This design comes from an exercise in tuning for small area and a short achievable clock period on the open sky130 flow, not from production work. Function was checked by simulation only, so behaviour that the tests miss may differ from the original. Power is estimated from default activity; no workload was simulated.

===== standard.sh =====
#!/bin/bash
# synth_recipe.tcl (not shown) runs the flow's synth.tcl, then flattens the netlist and writes it again
# the make line also repeats each setting of config.mk as NAME=value (left out here)
make -C /OpenROAD-flow-scripts/flow DESIGN_CONFIG=/design/flow/config.mk WORK_HOME=/design/flow/orfs CLKGATE_MAP_FILE= SYNTH_SCRIPT=/design/flow/synth_recipe.tcl "${@:-finish}"

===== design.v =====
`timescale 1ns / 1ps
module System(RESET, CLK, ENCRYPTED, PASSWD_INIT, FLAG, FOUND, TXD);
	input RESET;
	input CLK;
	input [0:39] ENCRYPTED;
	input [0:39] PASSWD_INIT;
	output FLAG;
	output FOUND;
	output TXD;
	function [7:0] add8;
		input [7:0] x, y;
		input ci;
		integer k;
		reg c;
		begin
			c = ci;
			for (k = 0; k < 8; k = k + 1) begin
				add8[k] = x[k] ^ y[k] ^ c;
				c = (x[k] & y[k]) | (c & (x[k] ^ y[k]));
			end
		end
	endfunction
	function eqsum8;
		input [7:0] x, y, z;
		reg [7:0] k;
		begin
			k = (x & y) | ((x ^ y) & ~z);
			eqsum8 = (x ^ y ^ z) == {k[6:0], 1'b0};
		end
	endfunction
	function eqsum3;
		input [7:0] x, y, c, z;
		reg [7:0] s, k;
		begin
			s = x ^ y ^ c;
			k = (x & y) | (x & c) | (y & c);
			eqsum3 = eqsum8(s, {k[6:0], 1'b0}, z);
		end
	endfunction
	function [6:0] inc7;
		input [6:0] x;
		input c;
		integer k;
		reg t;
		begin
			t = c;
			for (k = 0; k < 7; k = k + 1) begin
				inc7[k] = x[k] ^ t;
				t = t & x[k];
			end
		end
	endfunction
	wire [6:0] e0 = ENCRYPTED[1:7];
	wire [6:0] e1 = ENCRYPTED[9:15];
	wire [6:0] e2 = ENCRYPTED[17:23];
	wire [6:0] e3 = ENCRYPTED[25:31];
	wire [6:0] e4 = ENCRYPTED[33:39];
	wire [6:0] I0 = PASSWD_INIT[1:7];
	wire [6:0] I1 = PASSWD_INIT[9:15];
	wire [6:0] I2 = PASSWD_INIT[17:23];
	wire [6:0] I3 = PASSWD_INIT[25:31];
	wire [6:0] I4 = PASSWD_INIT[33:39];
	reg rst_q;
	always @(posedge CLK) rst_q <= RESET;
	reg [6:0] p0, p1, p2, p3, p4;
	reg fv, f1, f02, f34;
	wire found = fv & f1 & f02 & f34;
	wire w4 = p4 == 7'd94;
	wire w3 = p3 == 7'd94;
	wire w2 = p2 == 7'd94;
	wire w1 = p1 == 7'd94;
	wire top = w4 & w3 & w2 & w1 & (p0 == 7'd94);
	wire stop = found | top;
	wire c4 = !stop;
	wire c3 = c4 & w4;
	wire c2 = c3 & w3;
	wire c1 = c2 & w2;
	wire c0 = c1 & w1;
	wire [6:0] i4 = (c3) ? 7'd0 : inc7(p4, c4);
	wire [6:0] i3 = (c2) ? 7'd0 : inc7(p3, c3);
	wire [6:0] i2 = (c1) ? 7'd0 : inc7(p2, c2);
	wire [6:0] i1 = (c0) ? 7'd0 : inc7(p1, c1);
	wire [6:0] i0 = inc7(p0, c0);
	function eqk9;
		input [8:0] x, y, kc;
		reg [8:0] c;
		begin
			c = (x & y) | ((x | y) & ~kc);
			eqk9 = (x ^ y ^ kc) == {c[7:0], 1'b0};
		end
	endfunction
	wire v = (eqsum8({1'b0, e2}, 8'd2, {1'b0, e0}) | eqsum8({1'b0, e2}, 8'd163, {1'b0, e0})) &
	         (eqsum8({1'b0, e4}, 8'd1, {1'b0, e3}) | eqsum8({1'b0, e4}, 8'd162, {1'b0, e3}));
	wire ptop = (e0 == 7'd0) & (e1 == 7'd94) & (e2 == 7'd93) & (e3 == 7'd2) & (e4 == 7'd1);
	wire [6:0] h1a = {1'b0, e1[6:1]};
	wire [6:0] h1b = {1'b0, e1[6:1]} + 7'd47;
	wire [6:0] n0 = RESET ? I0 : i0;
	wire [6:0] n1 = RESET ? I1 : i1;
	wire [6:0] n2 = RESET ? I2 : i2;
	wire [6:0] n3 = RESET ? I3 : i3;
	wire [6:0] n4 = RESET ? I4 : i4;
	wire [6:0] ne2 = ~e2;
	wire [6:0] a02 = n0 ^ n2 ^ ne2;
	wire [6:0] b02 = (n0 & n2) | (n0 & ne2) | (n2 & ne2);
	wire q02 = eqk9({2'b0, a02}, {1'b0, b02, 1'b0}, 9'd127) | eqk9({2'b0, a02}, {1'b0, b02, 1'b0}, 9'd222);
	wire [6:0] ne4 = ~e4;
	wire [6:0] a34 = n3 ^ n4 ^ ne4;
	wire [6:0] b34 = (n3 & n4) | (n3 & ne4) | (n4 & ne4);
	wire q34 = eqk9({2'b0, a34}, {1'b0, b34, 1'b0}, 9'd124) | eqk9({2'b0, a34}, {1'b0, b34, 1'b0}, 9'd219) |
	           eqk9({2'b0, a34}, {1'b0, b34, 1'b0}, 9'd314);
	wire q1 = e1[0] ? (n1 == h1a) : (n1 == h1b);
	wire topN = (n0 == 7'd94) & (n1 == 7'd94) & (n2 == 7'd94) & (n3 == 7'd94) & (n4 == 7'd94);
	reg [14:0] hx;
	reg hb15;
	wire hz = hx[13:0] == 14'd0;
	reg fl;
	always @(posedge CLK) begin
		p0 <= n0; p1 <= n1; p2 <= n2; p3 <= n3; p4 <= n4;
		fv <= v;
		f1 <= q1;
		f02 <= q02;
		f34 <= q34;
		hx <= rst_q ? 15'd4 : {hx[13:0], hx[14] ^ hx[13] ^ hz};
		hb15 <= rst_q ? 1'b0 : hb15 ^ (hz & !hx[14]);
		fl <= (topN & !ptop) | (hb15 & !rst_q & !RESET);
	end
	assign FOUND = found;
	assign FLAG = fl;
	reg [8:0] ph;
	reg [3:0] j;
	reg [2:0] b;
	reg txd;
	wire [8:0] phe = rst_q ? 9'd0 : ph;
	wire slot_end = ph == 9'd431;
	wire done = b == 3'd6;
	always @(posedge CLK) begin
		ph <= (stop && phe != 9'd431) ? {phe[8:1] ^ {(&phe[7:0]), (&phe[6:0]), (&phe[5:0]), (&phe[4:0]), (&phe[3:0]), (&phe[2:0]), (&phe[1:0]), phe[0]}, ~phe[0]} : 9'd0;
		if (rst_q) begin
			j <= 4'd6;
			b <= 3'd0;
		end else if (stop && slot_end) begin
			j <= (j == 4'd0) ? 4'd6 : {j[3] ^ (&j[2:0]), j[2] ^ (&j[1:0]), j[1] ^ j[0], ~j[0]};
			if (j == 4'd0 && !done) b <= {b[2] ^ (&b[1:0]), b[1] ^ b[0], ~b[0]};
		end
	end
	reg dbit;
	always @(*) begin
		case (b)
			3'd1: dbit = j[2:0] == 3'd7 ? 1'b0 : p0[j[2:0]];
			3'd2: dbit = j[2:0] == 3'd7 ? 1'b0 : p1[j[2:0]];
			3'd3: dbit = j[2:0] == 3'd7 ? 1'b0 : p2[j[2:0]];
			3'd4: dbit = j[2:0] == 3'd7 ? 1'b0 : p3[j[2:0]];
			3'd5: dbit = j[2:0] == 3'd7 ? 1'b0 : p4[j[2:0]];
			default: dbit = 1'b1;
		endcase
	end
	wire low = !done & ((j == 4'd7) | (j[3] & !dbit));
	always @(posedge CLK) txd <= RESET | rst_q | !low;
	assign TXD = txd;
endmodule

===== flow/run.sh =====
#!/bin/bash
export BUFFER_PORTS_ARGS="-buffer_cell sky130_fd_sc_hd__buf_2"
bash standard.sh SETUP_SLACK_MARGIN=12.8 finish > standard.log 2>&1

===== config.mk =====
export PLATFORM = sky130hd
export DESIGN_NAME = System
export DESIGN_NICKNAME = System
export VERILOG_FILES = /design/flow/design.v
export SDC_FILE = /design/flow/constraint.sdc
export NUM_CORES = 4
export LEC_CHECK = 0
export CAP_MARGIN = 20
export CORE_MARGIN = 2
export CORE_UTILIZATION = 40
export SLEW_MARGIN = 20

===== constraint.sdc =====
create_clock -name core_clock -period 17.0 [get_ports {CLK}]
set_input_delay 3.4000 -clock core_clock [delete_from_list [all_inputs] [get_ports {CLK}]]
set_output_delay 3.4000 -clock core_clock [all_outputs]
set_load 0.01 [all_outputs]

==> impl_metrics.env, run 1 <==
export IMPL_slowest_delay_ns=0.45
export IMPL_status="complete, no violations"
export IMPL_period_share_pct=30.7
export IMPL_core_mm2=0.0138
export IMPL_avgViaCountPerCell=5.28
export IMPL_cts_inserted_buffers=9
export IMPL_cp_start_kind="primary input"
export IMPL_drv_cap=0
export IMPL_clk_latency_ns=0.35
export IMPL_finalSetupViolations=0
export IMPL_slowest_stage="fa_1"
export IMPL_seqCellArea_mm2=0.00148
export IMPL_grt_pass1_wl_um=24700
export IMPL_dpl_cell_count=862
export IMPL_yosys_register_bits=74
export IMPL_power_leakage_uw=0.00324
export IMPL_antenna_found_initial=0
export IMPL_p_switching_uw=174
export IMPL_synth_edf_count=0
export IMPL_wl_per_cell_um=16.9
export IMPL_syn2layout_area_growth_pct=27.5
export IMPL_htreeDepth=3
export IMPL_slew_violations=0
export IMPL_drive_gt1_share_pct=27.1
export IMPL_hpwl_um=11300
export IMPL_drtPass1Iterations=5
export IMPL_post_route_drc_count=0
export IMPL_synth_async_reset_ratio_pct=0
export IMPL_pwr_share_seq_pct=34.8
export IMPL_max_slew_margin_rel_pct=47.7
export IMPL_fin_crit_ns=5.22
export IMPL_worst_slew_pin_slew_ns=0.772
export IMPL_gr_total_overflow=0
export IMPL_synth_compound_area_share_pct=9.85
export IMPL_io_pins=85
export IMPL_nFillCells=1327
export IMPL_cp_cell_sequence="buf_12 -> buf_12 -> mux2_4 -> inv_2 -> fa_1 -> inv_2 -> ha_4 -> xor2_4 -> buf_4 -> a221oi_2 -> a211oi_2"
export IMPL_syn_inst=622
export IMPL_synthMuxAreaShare_pct=5.75
export IMPL_grt_max_degree=35
export IMPL_die_x_um=122
export IMPL_clock_sinks=74
export IMPL_synth_seq_area_share_pct=26.5
export IMPL_grt_pass1_vias=4873
export IMPL_combPwrFrac_pct=30.7
export IMPL_finish_utilization_pct=51.7
export IMPL_cts_tree="done"
export IMPL_crit_required_ns=17.21
export IMPL_synth_top_flop_cell="dfxtp_1"
export IMPL_nNetsFinal=881
export IMPL_finalClockSkew_ns=0.00744
export IMPL_path_max_fanout=7
export IMPL_max_freq_mhz=192
export IMPL_gp_congestion=0.857
export IMPL_track_usage_pct=21.7
export IMPL_initial_utilization_pct=40.6
export IMPL_ir_drop_mv=0.0453
export IMPL_cp_end_kind="flip-flop"
export IMPL_ant_nets=0
export IMPL_die_area_mm2=0.0149
export IMPL_hold_class="flip-flop to flip-flop"
export IMPL_final_common_cell="dfxtp_1"
export IMPL_rsz0062_at_grt="true"
export IMPL_final_cell_mix="72 x dfxtp_1, 69 x ha_1, 67 x buf_2"
export IMPL_syn_avg_cell_area_um2=8.98
export IMPL_yosys_area_share_simple_pct=20.8
export IMPL_io_buffers=74
export IMPL_row_count=43
export IMPL_n_antenna_cell=0
export IMPL_synth_xor_area_share_pct=8.46
export IMPL_synth_fa_ha_area_share_pct=22.3
export IMPL_synth_top_area_share_pct=26.5
export IMPL_path_class="primary input to flip-flop"
export IMPL_yosys_warnings=1
export IMPL_cts_root_buf="clkbuf_16"
export IMPL_clk_pin_slew_worst_paths_ns=0.06
export IMPL_netlist_top_cells_area="dfxtp_1 27%, ha_1 18%, inv_1 5.0%"
export IMPL_synth_distinct_cells=66
export IMPL_cts_buffer_depth=2
export IMPL_yosysTopAreaCell="dfxtp_1"
export IMPL_die_h_um=122
export IMPL_fin_tns_setup_ns=0
export IMPL_switching_share_pct=31.3
export IMPL_multiInputGateArea_mm2=0.00417
export IMPL_syn_nets=796
export IMPL_cts_hold_buffers_added=0
export IMPL_fin_cells=892
export IMPL_netlist_area_mm2=0.00559
export IMPL_p_int_uw=382
export IMPL_synth_top_family_by_area="adder cells"
export IMPL_drt_total_wl_um=15000
export IMPL_clkPwrFrac_pct=34.5
export IMPL_final_hold_violation_count=0
export IMPL_vias=4713
export IMPL_drt_iter0_drc=202
export IMPL_p_per_area_mw_per_mm2=78.1
export IMPL_arrival_ns=5.43
==> flip-flops by register name, summed over array words and instances, names as in the netlist <==
register	cells
b	3
f02	1
f1	1
f34	1
fl	1
fv	1
hb15	1
hx	15
j	4
p0	7
p1	7
p2	7
p3	7
p4	7
ph	9
rst_q	1
txd	1
==> power by group through the flow <==
| stage | registers, uW | clock network (uW) | logic (uW) |
|---|---|---|---|
| after floorplan | 193 | 0 | 104 |
| after global placement | 196 | 0 | 134 |
| after detailed placement | 197 | 0 | 137 |
| after CTS | 193 | 196 | 165 |
| after global routing | 194 | 204 | 190 |
| final | 193 | 192 | 171 |
==> final timing paths <==
check	from	endpoint	slack (ns)	depth (start not counted)
worst max-delay path	RESET	f02$_DFF_P_	11.78	11
worst min-delay path	hx[1]$_SDFF_PP0_	hx[2]$_SDFF_PP1_	0.45	1
worst max register to register	p3[5]$_DFF_P_	f02$_DFF_P_	12.10	20
worst min register to register	hx[1]$_SDFF_PP0_	hx[2]$_SDFF_PP1_	0.45	1
==> final cells by class <==
type | count | area share, %
multi-input cells | 456 | 58.5
inverters | 76 | 4.43
flip-flops and latches | 74 | 20.8
clock inverters | 6 | 0.949
well taps | 180 | 3.16
repair buffers | 90 | 8.94
clock buffers | 10 | 3.21
==> routing by layer <==
layer	up-vias	global-route usage (%)	part of all wire, %
met5	-	0	0
met3	22	4.49	4.0
met1	2260	26.8	45
met2	93	37.7	50
met4	0	6.54	1.8
li1	2338	-	-
==> timing repair <==
item                                    4_1_cts  5_1_grt
gates cloned                                  3        0
setup buffers                                11        0
hold endpoints to repair                      0        0
pin swaps                                    22       12
endpoints found under the setup margin       30       10
gates resized for setup                      69       13
==> kinds of logic after synthesis <==
kind of cell,after synthesis
compound gates,79
xor+xnor,54
fa+ha+maj,92
buf+inv,92
flops,74
mux,25
simple gates,206
==> metrics by stage <==
step           total power, uW  instance area [um^2]  setup WS, ns  hold slack [ns]
2_1_floorplan              297                  5790         11.28            0.415
3_3_place_gp               330                  6280         10.45            0.422
3_5_place_dp               334                  6280         10.37            0.439
4_1_cts                    554                  7060         11.80            0.454
5_1_grt                    588                  7120         11.68            0.466
6_report                   556                  7120         11.78            0.449
==> critical path: cells and delay by family <==
family	cells	cell delay, ns
buffers and inverters	5	0.56
AO/OA/AOI/OAI	2	0.32
XOR/XNOR	1	0.16
adder cells (fa/ha/maj)	2	0.66
multiplexers	1	0.32
==> synth_stat cells, types with 5 or more instances <==
cell type / instances
ha_1: 79
inv_1: 75
dfxtp_1: 74
nand2_1: 47
nor2_1: 32
xnor2_1: 31
nor2b_1: 25
xor2_1: 23
nor3_1: 18
a21oi_1: 15
o21ai_0: 15
nor4_1: 14
fa_1: 13
mux2i_1: 13
nand3_1: 10
nand4_1: 10
clkbuf_1: 8
mux2_2: 7
o21a_1: 7
and4_1: 6
and2_1: 5
buf_1: 5
mux4_2: 5
nand3b_1: 5
==> inputs of run 2 (changes only) <==
==> flow/run.sh (replaced) <==
#!/bin/bash
export BUFFER_PORTS_ARGS="-buffer_cell sky130_fd_sc_hd__buf_2"
bash standard.sh SETUP_SLACK_MARGIN=12.3 finish > standard.log 2>&1
==> impl_metrics.env, run 2 <==
export IMPL_r2r_slack_ns=12.09
export IMPL_slowest_delay_ns=0.34
export IMPL_cts_inserted_buffers=9
export IMPL_netlist_top_cells_area="dfxtp_1 27%, ha_1 18%, inv_1 5.0%"
export IMPL_cp_end_kind="flip-flop"
export IMPL_holdPathEnd="hx[2]$_SDFF_PP1_"
export IMPL_p_total_uw=575
export IMPL_cp_cell_sequence="buf_12 -> buf_16 -> buf_4 -> a311oi_4 -> or2_4 -> xor2_2 -> ha_1 -> xor2_1 -> nor3_2 -> nand2b_1 -> a211oi_2"
export IMPL_io_pins=85
export IMPL_cts_buffer_depth=2
export IMPL_clk_pin_slew_worst_paths_ns=0.06
export IMPL_synth_seq_area_share_pct=26.5
export IMPL_grt_pass1_vias=4845
export IMPL_power_leakage_uw=0.00327
export IMPL_top_register="hx"
export IMPL_drv_cap=0
export IMPL_p_per_area_mw_per_mm2=80.3
export IMPL_vias=4660
export IMPL_synth_fa_ha_area_share_pct=22.3
export IMPL_final_hold_violation_count=0
export IMPL_core_mm2=0.0138
export IMPL_syn_inst=622
export IMPL_seqCellArea_mm2=0.00148
export IMPL_fin_tns_setup_ns=0
export IMPL_yosys_area_share_simple_pct=20.8
export IMPL_die_h_um=122
export IMPL_largest_reg_flops=15
export IMPL_hpwl_um=11000
export IMPL_reg2reg_from="p3[0]$_DFF_P_"
export IMPL_syn_nets=796
export IMPL_ant_nets=0
export IMPL_hold_start="hx[1]$_SDFF_PP0_"
export IMPL_netlist_area_mm2=0.00559
export IMPL_slowest_stage="a311oi_4"
export IMPL_cts_root_buf="clkbuf_16"
export IMPL_synth_edf_count=0
export IMPL_wl_per_cell_um=16.5
export IMPL_cts_tree="done"
export IMPL_syn2layout_area_growth_pct=28.0
export IMPL_timing_rr_end="f02$_DFF_P_"
export IMPL_ir_drop_mv=0.0451
export IMPL_row_count=43
export IMPL_period_share_pct=30.5
export IMPL_finalSetupViolations=0
export IMPL_synth_top_area_share_pct=26.5
export IMPL_drive_gt1_share_pct=27.8
export IMPL_reg_top3="hx x15, ph x9"
export IMPL_final_common_cell="dfxtp_1"
export IMPL_die_x_um=122
export IMPL_worst_slack_ns=11.81
export IMPL_gp_congestion=0.865
export IMPL_rsz0062_at_grt="true"
export IMPL_slew_violations=0
export IMPL_synthMuxAreaShare_pct=5.75
export IMPL_crit_required_ns=17.26
export IMPL_preCtsSetupSlack_ns=10.36
export IMPL_drt_iter0_drc=167
export IMPL_r2r_cells=20
export IMPL_nFillCells=1289
export IMPL_path_max_fanout=5
export IMPL_synth_distinct_cells=66
export IMPL_yosys_warnings=1
export IMPL_final_cell_mix="74 x dfxtp_1, 71 x buf_2, 68 x ha_1"
export IMPL_n_antenna_cell=0
export IMPL_yosysTopAreaCell="dfxtp_1"
export IMPL_drt_total_wl_um=14800
export IMPL_syn_avg_cell_area_um2=8.98
export IMPL_post_route_drc_count=0
export IMPL_cp_start_kind="primary input"
export IMPL_synth_most_common_cell="ha_1"
export IMPL_nNetsFinal=885
export IMPL_yosys_register_bits=74
export IMPL_initial_utilization_pct=40.6
export IMPL_synth_async_reset_ratio_pct=0
export IMPL_hold_depth=1
export IMPL_clock_sinks=74
export IMPL_synth_top_family_by_area="adder cells"
export IMPL_max_slew_margin_rel_pct=40.4
export IMPL_track_usage_pct=20.7
export IMPL_max_freq_mhz=193
export IMPL_io_buffers=74
export IMPL_placed_area_mm2=0.00623
export IMPL_synth_common_cells="79 x ha_1, 75 x inv_1, 74 x dfxtp_1"
export IMPL_arrival_ns=5.45
export IMPL_worst_slew_pin_slew_ns=0.879
export IMPL_cts_hold_buffers_added=0
export IMPL_die_area_mm2=0.0149
export IMPL_grt_pass1_wl_um=23900
export IMPL_hold_class="flip-flop to flip-flop"
export IMPL_htreeDepth=3
export IMPL_final_cell_area_mm2=0.00715
export IMPL_status="complete, no violations"
export IMPL_multiInputGateArea_mm2=0.00418
export IMPL_antenna_found_initial=0
export IMPL_fin_crit_ns=5.19
export IMPL_path_class="primary input to flip-flop"
export IMPL_finalClockSkew_ns=0.0110
export IMPL_gr_total_overflow=0
export IMPL_drtPass1Iterations=4
export IMPL_avgViaCountPerCell=5.20
export IMPL_clk_latency_ns=0.34
export IMPL_synth_top_flop_cell="dfxtp_1"
export IMPL_synth_compound_area_share_pct=9.85
export IMPL_synth_xor_area_share_pct=8.46
export IMPL_grt_max_degree=35
==> run 2: worst max path at each step <==
stage,from,endpoint,slack [ns]
2_1_floorplan,RESET,f34$_DFF_P_,11.28
3_3_place_gp,RESET,f02$_DFF_P_,10.40
3_5_place_dp,RESET,f02$_DFF_P_,10.36
4_1_cts,RESET,f02$_DFF_P_,11.80
5_1_grt,RESET,f34$_DFF_P_,11.74
6_report,RESET,f02$_DFF_P_,11.81
==> run 2: cells by family after synthesis <==
group	Yosys count
compound gates	79
simple gates	206
xor+xnor	54
mux	25
fa+ha+maj	92
buf+inv	92
flops	74
==> run 2: cell type report <==
type | count | area share (%)
multi-input cells | 456 | 58.4
well taps | 180 | 3.15
inverters | 76 | 4.23
clock inverters | 5 | 1.19
flip-flops and latches | 74 | 20.7
repair buffers | 94 | 8.90
clock buffers | 11 | 3.39
==> run 2: routing by layer <==
layer | up-vias | GRT usage, % | wire, um
met2 | 103 | 35.5 | 7260
met4 | 0 | 4.17 | 195
met5 | - | 0 | 0
met3 | 16 | 3.75 | 627
met1 | 2203 | 27.3 | 6680
li1 | 2338 | - | -
==> run 2: critical path: cells and delay by family <==
kind / cells / cell delay (ns)
AOI/OAI and AO/OA: 2 / 0.53
adders and majority gates: 1 / 0.34
and+or+nand+nor: 3 / 0.52
xor gates and xnor gates: 2 / 0.24
buffers and inverters: 3 / 0.41
==> run 2: what timing repair did <==
| item | 4_1_cts | 5_1_grt |
|---|---|---|
| gates cloned | 3 | 0 |
| endpoints found under the setup margin | 7 | 5 |
| resized for setup | 50 | 42 |
| pin swaps | 15 | 22 |
| setup buffers | 13 | 2 |
==> run 2: power breakdown <==
part | leakage, uW | total [uW] | switching [uW] | internal (uW)
Sequential | 0.000611 | 194 | 9.39 | 184
Combinational | 0.00250 | 172 | 87.1 | 85.0
Clock | 0.000156 | 209 | 75.8 | 133
Total | 0.00327 | 575 | 172 | 402
==> run 2: through the flow <==
| stage | hold WS, ns | instances | utilization [%] |
|---|---|---|---|
| floorplan | 0.415 | 622 | - |
| global placement | 0.431 | 862 | 45.3 |
| detailed placement | 0.440 | 862 | 45.3 |
| CTS | 0.462 | 894 | 50.5 |
| global route | 0.480 | 896 | 51.9 |
| finish | 0.458 | 896 | 51.9 |
==> inputs of run 3 (changes only) <==
--- a/config.mk
+++ b/config.mk
@@ -7,5 +7,5 @@
 export LEC_CHECK = 0
 export CAP_MARGIN = 20
 export CORE_MARGIN = 2
-export CORE_UTILIZATION = 40
+export CORE_UTILIZATION = 65
 export SLEW_MARGIN = 20
==> impl_metrics.env, run 3 <==
export IMPL_synth_async_reset_ratio_pct=0
export IMPL_synth_seq_area_share_pct=26.5
export IMPL_finalClockSkew_ns=0.0127
export IMPL_cp_num_buf_inv=4
export IMPL_fin_crit_ns=5.30
export IMPL_fin_cells=816
export IMPL_clock_sinks=74
export IMPL_cp_cell_sequence="buf_8 -> buf_12 -> buf_8 -> and2_4 -> a31oi_4 -> fa_1 -> inv_2 -> ha_4 -> xor2_4 -> nor3_4 -> nand2b_1 -> a211oi_1"
export IMPL_syn_avg_cell_area_um2=8.98
export IMPL_initial_utilization_pct=67.7
export IMPL_slowest_delay_ns=0.49
export IMPL_syn_nets=796
export IMPL_htreeDepth=3
export IMPL_drive_gt1_share_pct=25.2
export IMPL_finalSetupViolations=0
export IMPL_power_leakage_uw=0.00320
export IMPL_arrival_ns=5.58
export IMPL_cts_tree="done"
export IMPL_yosys_warnings=1
export IMPL_n_antenna_cell=0
export IMPL_cts_inserted_buffers=9
export IMPL_p_per_area_mw_per_mm2=76.0
export IMPL_max_freq_mhz=189
export IMPL_dpl_cell_count=787
export IMPL_syn_inst=622
export IMPL_drt_total_wl_um=14500
export IMPL_r2r_slack_ns=12.01
export IMPL_startpoint="RESET"
export IMPL_cp_end_kind="flip-flop"
export IMPL_ant_nets=0
export IMPL_synth_common_cells="79 x ha_1, 75 x inv_1, 74 x dfxtp_1"
export IMPL_syn2layout_area_growth_pct=22.3
export IMPL_fin_tns_setup_ns=0
export IMPL_crit_required_ns=17.28
export IMPL_drv_cap=0
export IMPL_drt_iter0_drc=247
export IMPL_row_count=33
export IMPL_final_hold_violation_count=0
export IMPL_yosys_register_bits=74
export IMPL_vias=4902
export IMPL_synth_edf_count=0
export IMPL_largest_reg_flops=15
export IMPL_synth_most_common_cell="ha_1"
export IMPL_cp_start_kind="primary input"
export IMPL_hold_class="flip-flop to flip-flop"
export IMPL_netlist_top_cells_area="dfxtp_1 27%, ha_1 18%, inv_1 5.0%"
export IMPL_clk_pin_slew_worst_paths_ns=0.08
export IMPL_die_x_um=96.7
export IMPL_cts_hold_buffers_added=0
export IMPL_die_h_um=96.7
export IMPL_synth_distinct_cells=66
export IMPL_gp_congestion=0.863
export IMPL_path_delay_family="adder cells"
export IMPL_worst_slew_pin_slew_ns=0.912
export IMPL_io_pins=85
export IMPL_grt_pass1_wl_um=24100
export IMPL_core_mm2=0.00826
export IMPL_grt_pass1_vias=5002
export IMPL_gr_total_overflow=0
export IMPL_cts_buffer_depth=2
export IMPL_nNetsFinal=880
export IMPL_timing_rr_end="f02$_DFF_P_"
export IMPL_hpwl_um=10500
export IMPL_ir_drop_mv=0.0371
export IMPL_post_route_drc_count=0
export IMPL_die_area_mm2=0.00935
export IMPL_slowest_stage="fa_1"
export IMPL_final_cell_mix="74 x dfxtp_1, 71 x buf_2, 70 x ha_1"
export IMPL_path_max_fanout=6
export IMPL_cp_common_cell="buf_8"
export IMPL_antenna_found_initial=0
export IMPL_io_buffers=74
export IMPL_path_class="primary input to flip-flop"
export IMPL_multiInputGateArea_mm2=0.00412
export IMPL_final_common_cell="dfxtp_1"
export IMPL_clk_latency_ns=0.37
export IMPL_slew_violations=0
export IMPL_synth_top_area_share_pct=26.5
export IMPL_netlist_area_mm2=0.00559
export IMPL_top_register="hx"
export IMPL_grt_max_degree=35
export IMPL_avgViaCountPerCell=6.01
export IMPL_hold_depth=1
export IMPL_cts_root_buf="clkbuf_8"
export IMPL_rsz0062_at_grt="true"
export IMPL_wl_per_cell_um=17.7
export IMPL_r2r_cells=20
export IMPL_reg_top3="hx x15, ph x9"
export IMPL_seqCellArea_mm2=0.00148
export IMPL_max_slew_margin_rel_pct=38.3
export IMPL_period_share_pct=31.2
export IMPL_synth_top_flop_cell="dfxtp_1"
export IMPL_holdPathEnd="hx[2]$_SDFF_PP1_"
export IMPL_status="complete, no violations"
export IMPL_drtPass1Iterations=6
export IMPL_yosysTopAreaCell="dfxtp_1"
export IMPL_reg2reg_from="p3[5]$_DFF_P_"
export IMPL_nFillCells=515
export IMPL_hold_start="hx[1]$_SDFF_PP0_"
export IMPL_track_usage_pct=32.0
-- run 3: changes by cell type in the layout (fill, tap and decap cells not counted), sizes merged --
| cell | delta |
|---|---|
| buf | -7 |
| bufbuf | +2 |
| clkbuf | -2 |
| clkinv | +2 |
-- run 3: what timing repair did --
action | in CTS | in global routing
buffers inserted | 9 | 2
pin swaps | 20 | 18
cloned | 2 | 0
resized for setup | 48 | 22
endpoints found under the setup margin | 6 | 6
endpoints found under the hold margin | 0 | 0
-- run 3: how the worst max path moves through the flow --
stage,endpoint,slack (ns),cells after the start
floorplan,f34$_DFF_P_,11.28,15
CTS,f34$_DFF_P_,11.77,15
finish,f02$_DFF_P_,11.70,12
global route,f02$_DFF_P_,11.61,12
global placement,f02$_DFF_P_,10.65,11
detailed placement,f02$_DFF_P_,10.62,11
-- run 3: routing by layer --
layer | vias to the layer above | routed length (um) | GRT usage, %
met5 | - | 0 | 0
met4 | 0 | 489 | 12.6
met3 | 44 | 594 | 5.42
met2 | 158 | 7260 | 56.4
met1 | 2355 | 6130 | 38.7
li1 | 2345 | - | -
-- run 3: final cells by class --
| class | instances | area share (%) |
|---|---|---|
| multi-input cells | 456 | 60.3 |
| inverters | 76 | 4.36 |
| clock buffers | 9 | 1.81 |
| clock inverters | 7 | 1.48 |
| well taps | 105 | 1.92 |
| flip-flops and latches | 74 | 21.7 |
| repair buffers | 89 | 8.42 |
-- run 3: logic make-up (layout without fill, tap and decap cells) --
group | after synthesis | after routing | share of synthesized area [%]
buffers and inverters | 92 | 181 | 6.25
adders and majority gates | 92 | 92 | 22.3
xor gates and xnor gates | 54 | 54 | 8.46
muxes | 25 | 25 | 5.75
and+or+nand+nor | 206 | 206 | 20.8
DFF | 74 | 74 | 26.5
AOI/OAI and AO/OA | 79 | 79 | 9.85
-- run 3: where the power goes --
part           switching [uW]  total (uW)  leakage, uW  internal [uW]
clock network            72.0         156     0.000112           84.1
registers                9.54         193     0.000611            184
logic                    88.1         170      0.00247           81.6
total                     170         519      0.00320            349
-- run 3: per-stage QoR --
stage / util, % / worst slack (ns) / power [uW] / hold WS, ns / cell area (um^2)
after CTS: 81.1 / 11.77 / 502 / 0.464 / 6700
after global placement: 74.3 / 10.65 / 325 / 0.431 / 6140
after detailed placement: 74.3 / 10.62 / 332 / 0.444 / 6140
after global routing: 82.8 / 11.61 / 546 / 0.475 / 6840
final: 82.8 / 11.70 / 519 / 0.462 / 6840
after floorplan: - / 11.28 / 295 / 0.415 / 5740

## port drivers added, routing unchanged
The flow's constraints put no driver on any port. The routed layouts listed below were extracted and timed again, unchanged, in two steps. Step 1: set_driving_cell puts a clkbuf_16 on CLK and a buf_2 on each other input, an assumption about the parent block. Step 2 adds t to the input delays and takes it off the output delays; t is the mean of the earliest and latest rising clock arrival at the registers after step 1. Input paths then give back, and output paths get back, about the clock's delay inside the block. Three values: ideal ports, drivers, drivers and shift; two values: the first two.
| run | t (ns) | slack for setup (ns) | worst setup path after step 2 | slew at the worst register clock pin (ns) |
|---|---|---|---|---|
| run 1 | 0.383 | 11.781 / 11.759 / 11.376 | input to register | 0.06 / 0.06 |
| run 2 | 0.376 | 11.811 / 11.803 / 11.428 | input to register | 0.06 / 0.06 |
| run 3 | 0.403 | 11.702 / 11.696 / 11.293 | input to register | 0.09 / 0.09 |
After both steps setup and hold are still met in every run listed. For run 3, which loses most, drivers alone change the setup slack by -0.006 ns; drivers and shift together by -0.409 ns.
